From an optimization exercise on the open Yosys and OpenROAD flow, aimed at small area, a short achievable clock period and few clock cycles per item; shortcuts taken in it are not production practice.
At most, simulation tests tie the RTL to the original design; equivalence was not proved.

==> v1 <==
## conv3x3
module conv3x3(
    input wire clk,
    input wire rst,
    input wire en,
    input wire [7:0] pixel1,
    input wire [7:0] pixel2,
    input wire [7:0] pixel3,
    input wire [7:0] pixel4,
    input wire [7:0] pixel5,
    input wire [7:0] pixel6,
    input wire [7:0] pixel7,
    input wire [7:0] pixel8,
    input wire [7:0] pixel9,
    input wire [7:0] filter1,
    input wire [7:0] filter2,
    input wire [7:0] filter3,
    input wire [7:0] filter4,
    input wire [7:0] filter5,
    input wire [7:0] filter6,
    input wire [7:0] filter7,
    input wire [7:0] filter8,
    input wire [7:0] filter9,
    output wire [31:0] result,
    output wire done
);
export LEC_CHECK = 0
export CAP_MARGIN = 20
export CORE_MARGIN = 2
export CORE_UTILIZATION = 65
export SETUP_SLACK_MARGIN = 4.3
export SLEW_MARGIN = 20
export SYNTH_HIERARCHICAL = 1
create_clock -name core_clock -period 10.0 [get_ports {clk}]
standard.sh (not shown) runs the stock make flow with config.mk's settings and CLKGATE_MAP_FILE= SYNTH_SCRIPT=/design/flow/synth_recipe.tcl, a recipe that flattens the netlist after the stock synthesis.
==> flow/flow/run.sh <==
#!/bin/bash
set -o pipefail
bash standard.sh "BUFFER_PORTS_ARGS=-buffer_cell sky130_fd_sc_hd__buf_2" finish > standard_flow.log 2>&1
==> inputs of v31, as changes to v1 <==
--- a/flow/design.v
+++ b/flow/design.v
@@ -12,17 +12,17 @@
     input wire [7:0] filter2,
     input wire [7:0] filter3,
     input wire [7:0] filter4,
     input wire [7:0] filter5,
     input wire [7:0] filter6,
     input wire [7:0] filter7,
     input wire [7:0] filter8,
     input wire [7:0] filter9,
-    output wire [49:0] cs
+    output wire [48:0] cs
 );
 wire pp1_0_0 = ~(pixel1[0] & filter1[0]);
 wire pp1_0_1 = ~(pixel1[0] & filter1[1]);
 wire pp1_0_2 = ~(pixel1[0] & filter1[2]);
 wire pp1_0_3 = ~(pixel1[0] & filter1[3]);
 wire pp1_0_4 = ~(pixel1[0] & filter1[4]);
 wire pp1_0_5 = ~(pixel1[0] & filter1[5]);
 wire pp1_0_6 = ~(pixel1[0] & filter1[6]);
@@ -1674,19 +1674,16 @@
 wire as534, ac534;
 assign as534 = ~(ac528 ^ ac529);
 assign ac534 = ac528 | ac529;
 wire as535, ac535;
 fa afa535 (.a(ac530), .b(as534), .c(ac531), .s(as535), .co(ac535));
 wire as536, ac536;
 assign as536 = ~(ac534 ^ ac535);
 assign ac536 = ac534 | ac535;
-wire ahs0, ahc0;
-assign ahs0 = ~ac536;
-assign ahc0 = ac536;
 assign cs[0] = as3;   
 assign cs[1] = as14;   
 assign cs[2] = as33;   
 assign cs[3] = as60;   
 assign cs[4] = as96;   
 assign cs[5] = as139;   
 assign cs[6] = as140;   
 assign cs[7] = ac96;   
@@ -1725,18 +1722,17 @@
 assign cs[40] = as527;   
 assign cs[41] = ac513;   
 assign cs[42] = ac527;   
 assign cs[43] = as533;   
 assign cs[44] = ac532;   
 assign cs[45] = as535;   
 assign cs[46] = ac533;   
 assign cs[47] = as536;   
-assign cs[48] = ahs0;   
-assign cs[49] = ahc0;   
+assign cs[48] = ac536;   
 endmodule
 module fa (input wire a, input wire b, input wire c, output wire s, output wire co);
 assign s = a ^ b ^ c;
 assign co = (a & b) | (a & c) | (b & c);
 endmodule
 module ha (input wire a, input wire b, output wire s, output wire co);
 assign s = a ^ b;
 assign co = a & b;
@@ -1761,18 +1757,18 @@
     input wire [7:0] filter5,
     input wire [7:0] filter6,
     input wire [7:0] filter7,
     input wire [7:0] filter8,
     input wire [7:0] filter9,
     output wire [31:0] result,
     output wire done
 );
-wire [49:0] cs;
-reg [49:0] cs_reg;
+wire [48:0] cs;
+reg [48:0] cs_reg;
 reg done_reg;
 alu alu1(
     .pixel1(pixel1),
     .pixel2(pixel2),
     .pixel3(pixel3),
     .pixel4(pixel4),
     .pixel5(pixel5),
     .pixel6(pixel6),
@@ -1793,72 +1789,75 @@
 always @ (posedge clk)
     cs_reg <= cs;
 always @ (posedge clk or posedge rst) begin
     if (rst)
         done_reg <= 1'b0;
     else
         done_reg <= en;
 end
+wire bhs0, bhc0;
+ha bha0 (.a(cs_reg[5]), .b(cs_reg[6]), .s(bhs0), .co(bhc0));
 wire bhs1, bhc1;
-ha bha1 (.a(cs_reg[5]), .b(cs_reg[6]), .s(bhs1), .co(bhc1));
-wire bhs2, bhc2;
-ha bha2 (.a(cs_reg[8]), .b(cs_reg[9]), .s(bhs2), .co(bhc2));
+ha bha1 (.a(cs_reg[8]), .b(cs_reg[9]), .s(bhs1), .co(bhc1));
 wire bs537, bc537;
 fa bfa537 (.a(cs_reg[10]), .b(cs_reg[11]), .c(cs_reg[12]), .s(bs537), .co(bc537));
-wire bhs3, bhc3;
-ha bha3 (.a(cs_reg[13]), .b(bhc2), .s(bhs3), .co(bhc3));
+wire bhs2, bhc2;
+ha bha2 (.a(cs_reg[13]), .b(bhc1), .s(bhs2), .co(bhc2));
 wire bs538, bc538;
 fa bfa538 (.a(cs_reg[14]), .b(cs_reg[15]), .c(cs_reg[16]), .s(bs538), .co(bc538));
-wire bhs4, bhc4;
-ha bha4 (.a(bc537), .b(bs538), .s(bhs4), .co(bhc4));
+wire bhs3, bhc3;
+ha bha3 (.a(bc537), .b(bs538), .s(bhs3), .co(bhc3));
 wire bs539, bc539;
 fa bfa539 (.a(cs_reg[17]), .b(cs_reg[18]), .c(cs_reg[19]), .s(bs539), .co(bc539));
 wire bs540, bc540;
 fa bfa540 (.a(cs_reg[20]), .b(cs_reg[21]), .c(bc538), .s(bs540), .co(bc540));
-wire bhs5, bhc5;
-ha bha5 (.a(bs539), .b(bhc4), .s(bhs5), .co(bhc5));
+wire bhs4, bhc4;
+ha bha4 (.a(bs539), .b(bhc3), .s(bhs4), .co(bhc4));
 wire bs541, bc541;
 fa bfa541 (.a(cs_reg[22]), .b(cs_reg[23]), .c(cs_reg[24]), .s(bs541), .co(bc541));
 wire bs542, bc542;
 fa bfa542 (.a(cs_reg[25]), .b(bc539), .c(bs541), .s(bs542), .co(bc542));
-wire bhs6, bhc6;
-ha bha6 (.a(bc540), .b(bs542), .s(bhs6), .co(bhc6));
+wire bhs5, bhc5;
+ha bha5 (.a(bc540), .b(bs542), .s(bhs5), .co(bhc5));
 wire bs543, bc543;
 fa bfa543 (.a(cs_reg[26]), .b(cs_reg[27]), .c(cs_reg[28]), .s(bs543), .co(bc543));
 wire bs544, bc544;
 fa bfa544 (.a(cs_reg[29]), .b(bc541), .c(bs543), .s(bs544), .co(bc544));
-wire bhs7, bhc7;
-ha bha7 (.a(bc542), .b(bs544), .s(bhs7), .co(bhc7));
+wire bhs6, bhc6;
+ha bha6 (.a(bc542), .b(bs544), .s(bhs6), .co(bhc6));
 wire bs545, bc545;
 fa bfa545 (.a(cs_reg[30]), .b(cs_reg[31]), .c(cs_reg[32]), .s(bs545), .co(bc545));
 wire bs546, bc546;
 fa bfa546 (.a(cs_reg[33]), .b(bc543), .c(bs545), .s(bs546), .co(bc546));
-wire bhs8, bhc8;
-ha bha8 (.a(bc544), .b(bs546), .s(bhs8), .co(bhc8));
+wire bhs7, bhc7;
+ha bha7 (.a(bc544), .b(bs546), .s(bhs7), .co(bhc7));
 wire bs547, bc547;
 fa bfa547 (.a(cs_reg[34]), .b(cs_reg[35]), .c(cs_reg[36]), .s(bs547), .co(bc547));
 wire bs548, bc548;
 fa bfa548 (.a(cs_reg[37]), .b(bc545), .c(bs547), .s(bs548), .co(bc548));
-wire bhs9, bhc9;
-ha bha9 (.a(bc546), .b(bs548), .s(bhs9), .co(bhc9));
+wire bhs8, bhc8;
+ha bha8 (.a(bc546), .b(bs548), .s(bhs8), .co(bhc8));
 wire bs549, bc549;
 fa bfa549 (.a(cs_reg[38]), .b(cs_reg[39]), .c(cs_reg[40]), .s(bs549), .co(bc549));
 wire bs550, bc550;
 fa bfa550 (.a(cs_reg[41]), .b(bc547), .c(bs549), .s(bs550), .co(bc550));
-wire bhs10, bhc10;
-ha bha10 (.a(bc548), .b(bs550), .s(bhs10), .co(bhc10));
+wire bhs9, bhc9;
+ha bha9 (.a(bc548), .b(bs550), .s(bhs9), .co(bhc9));
 wire bs551, bc551;
 fa bfa551 (.a(cs_reg[42]), .b(cs_reg[43]), .c(bc549), .s(bs551), .co(bc551));
-wire bhs11, bhc11;
-ha bha11 (.a(bc550), .b(bs551), .s(bhs11), .co(bhc11));
+wire bhs10, bhc10;
+ha bha10 (.a(bc550), .b(bs551), .s(bhs10), .co(bhc10));
 wire bs552, bc552;
 fa bfa552 (.a(cs_reg[44]), .b(cs_reg[45]), .c(cs_reg[46]), .s(bs552), .co(bc552));
+wire bhs11, bhc11;
+ha bha11 (.a(bs552), .b(bc551), .s(bhs11), .co(bhc11));
 wire bhs12, bhc12;
-ha bha12 (.a(bs552), .b(bc551), .s(bhs12), .co(bhc12));
+ha bha12 (.a(cs_reg[47]), .b(bc552), .s(bhs12), .co(bhc12));
 wire bhs13, bhc13;
-ha bha13 (.a(cs_reg[47]), .b(bc552), .s(bhs13), .co(bhc13));
-wire [19:0] rowa = {cs_reg[49], cs_reg[48], bhc12, bhc11, bhc10, bhc9, bhc8, bhc7, bhc6, bhc5, bs540, bhc3, bs537, bhc1, cs_reg[7], cs_reg[4], cs_reg[3], cs_reg[2], cs_reg[1], cs_reg[0]};
-wire [19:0] rowb = {1'b0, bhc13, bhs13, bhs12, bhs11, bhs10, bhs9, bhs8, bhs7, bhs6, bhs5, bhs4, bhs3, bhs2, bhs1, 1'b0, 1'b0, 1'b0, 1'b0, 1'b0};
+assign bhs13 = ~cs_reg[48];
+assign bhc13 = cs_reg[48];
+wire [19:0] rowa = {bhc13, bhc12, bhc11, bhc10, bhc9, bhc8, bhc7, bhc6, bhc5, bhc4, bs540, bhc2, bs537, bhc0, cs_reg[7], cs_reg[4], cs_reg[3], cs_reg[2], cs_reg[1], cs_reg[0]};
+wire [19:0] rowb = {1'b0, bhs13, bhs12, bhs11, bhs10, bhs9, bhs8, bhs7, bhs6, bhs5, bhs4, bhs3, bhs2, bhs1, bhs0, 1'b0, 1'b0, 1'b0, 1'b0, 1'b0};
 wire [19:0] sum = rowa + rowb;
 assign result = {12'd0, ~sum};
 assign done = done_reg;
 endmodule
==> flow/flow/run.sh (replaced) <==
#!/bin/bash
set -o pipefail
bash standard.sh "BUFFER_PORTS_ARGS=-buffer_cell sky130_fd_sc_hd__buf_1" finish > standard_flow.log 2>&1
CORE_UTILIZATION = 40   (was 65)
SETUP_SLACK_MARGIN = unset   (was 4.3)
==> run notes <==
Status: v1 timing/DRC/antenna clean; v31 timing/DRC/antenna clean
Portion of netlist area occupied by mux cells: v1 0%; v31 0.153%
Adder and majority gate portion of the synthesized area: v1 69.7%; v31 69.5%
Maximum number of pins on one net before global-route repair: v1 17; v31 16
Clock sinks: v1 51; v31 50
Total of cells resized after clock tree synthesis: v1 1; v31 0
Average via count per standard cell: v1 6.23; v31 5.52
Share of the clock period used by the worst path: v1 56.3%; v31 60.9%
Filler instances: v1 1877; v31 3982
Complex-gate fraction of the synthesized area: v1 1.40%; v31 1.75%
Post-Place Worst Slack: v1 3.96 ns; v31 3.60 ns
Required time worst endpoint: v1 10.18 ns; v31 10.20 ns
Vertical die dimension: v1 162 um; v31 206 um
Max reg flops: v1 50; v31 49
Tap cells: v1 324; v31 532
Min cycle time layout: v1 5.63 ns; v31 6.09 ns
Cell count after placement: v1 1821; v31 2024
Final Non-Filler Cells: v1 1829; v31 2032
Net total in the final layout: v1 2233; v31 2227
Critical Path AT: v1 5.81 ns; v31 6.29 ns
Met1 GRT Util: v1 53.3%; v31 36.6%
Synthesis-stage register bit count: v1 51; v31 50
Design Area, Final: v1 0.0168 mm2; v31 0.0167 mm2
Mapped cell area: v1 0.0163 mm2; v31 0.0163 mm2
Number of placement rows: v1 57; v31 74
WL per Instance: v1 26.6 um; v31 26.9 um
Met3 global-route usage: v1 6.06%; v31 6.61%
Testbench counts of v31, summed over its fixed seeds: cycles 1,608, items 1,600.
The RTL of v1 was laid out without a check of its function.

-- separate check: timing with driven ports --
How much do the figures lean on ideal ports? The routed layouts below were timed once more, with nothing changed but the port constraints. Step 1: set_driving_cell puts a clkbuf_16 on clk and a buf_2 on each other input, an assumption about the parent block. Step 2 also shifts input and output timing later by t, the mid clock arrival at the registers, as if the neighbouring blocks saw the same clock. a / b / c = ideal / step 1 / step 2; a / b = the first two.
| run | t, ns | setup WS [ns] | latest minus earliest clock arrival (ns) | worst data-port slew with drivers (ns) |
|---|---|---|---|---|
| v1 | 0.356 | 4.370 / 4.386 / 4.030 | 0.014 / 0.014 | 0.04 |
| v31 | 0.361 | 3.909 / 3.934 / 3.573 | 0.013 / 0.013 | 0.06 |
After both steps every run listed still meets setup and hold. For v1, which loses most, drivers alone change the setup slack by +0.016 ns; drivers and shift together by -0.340 ns.
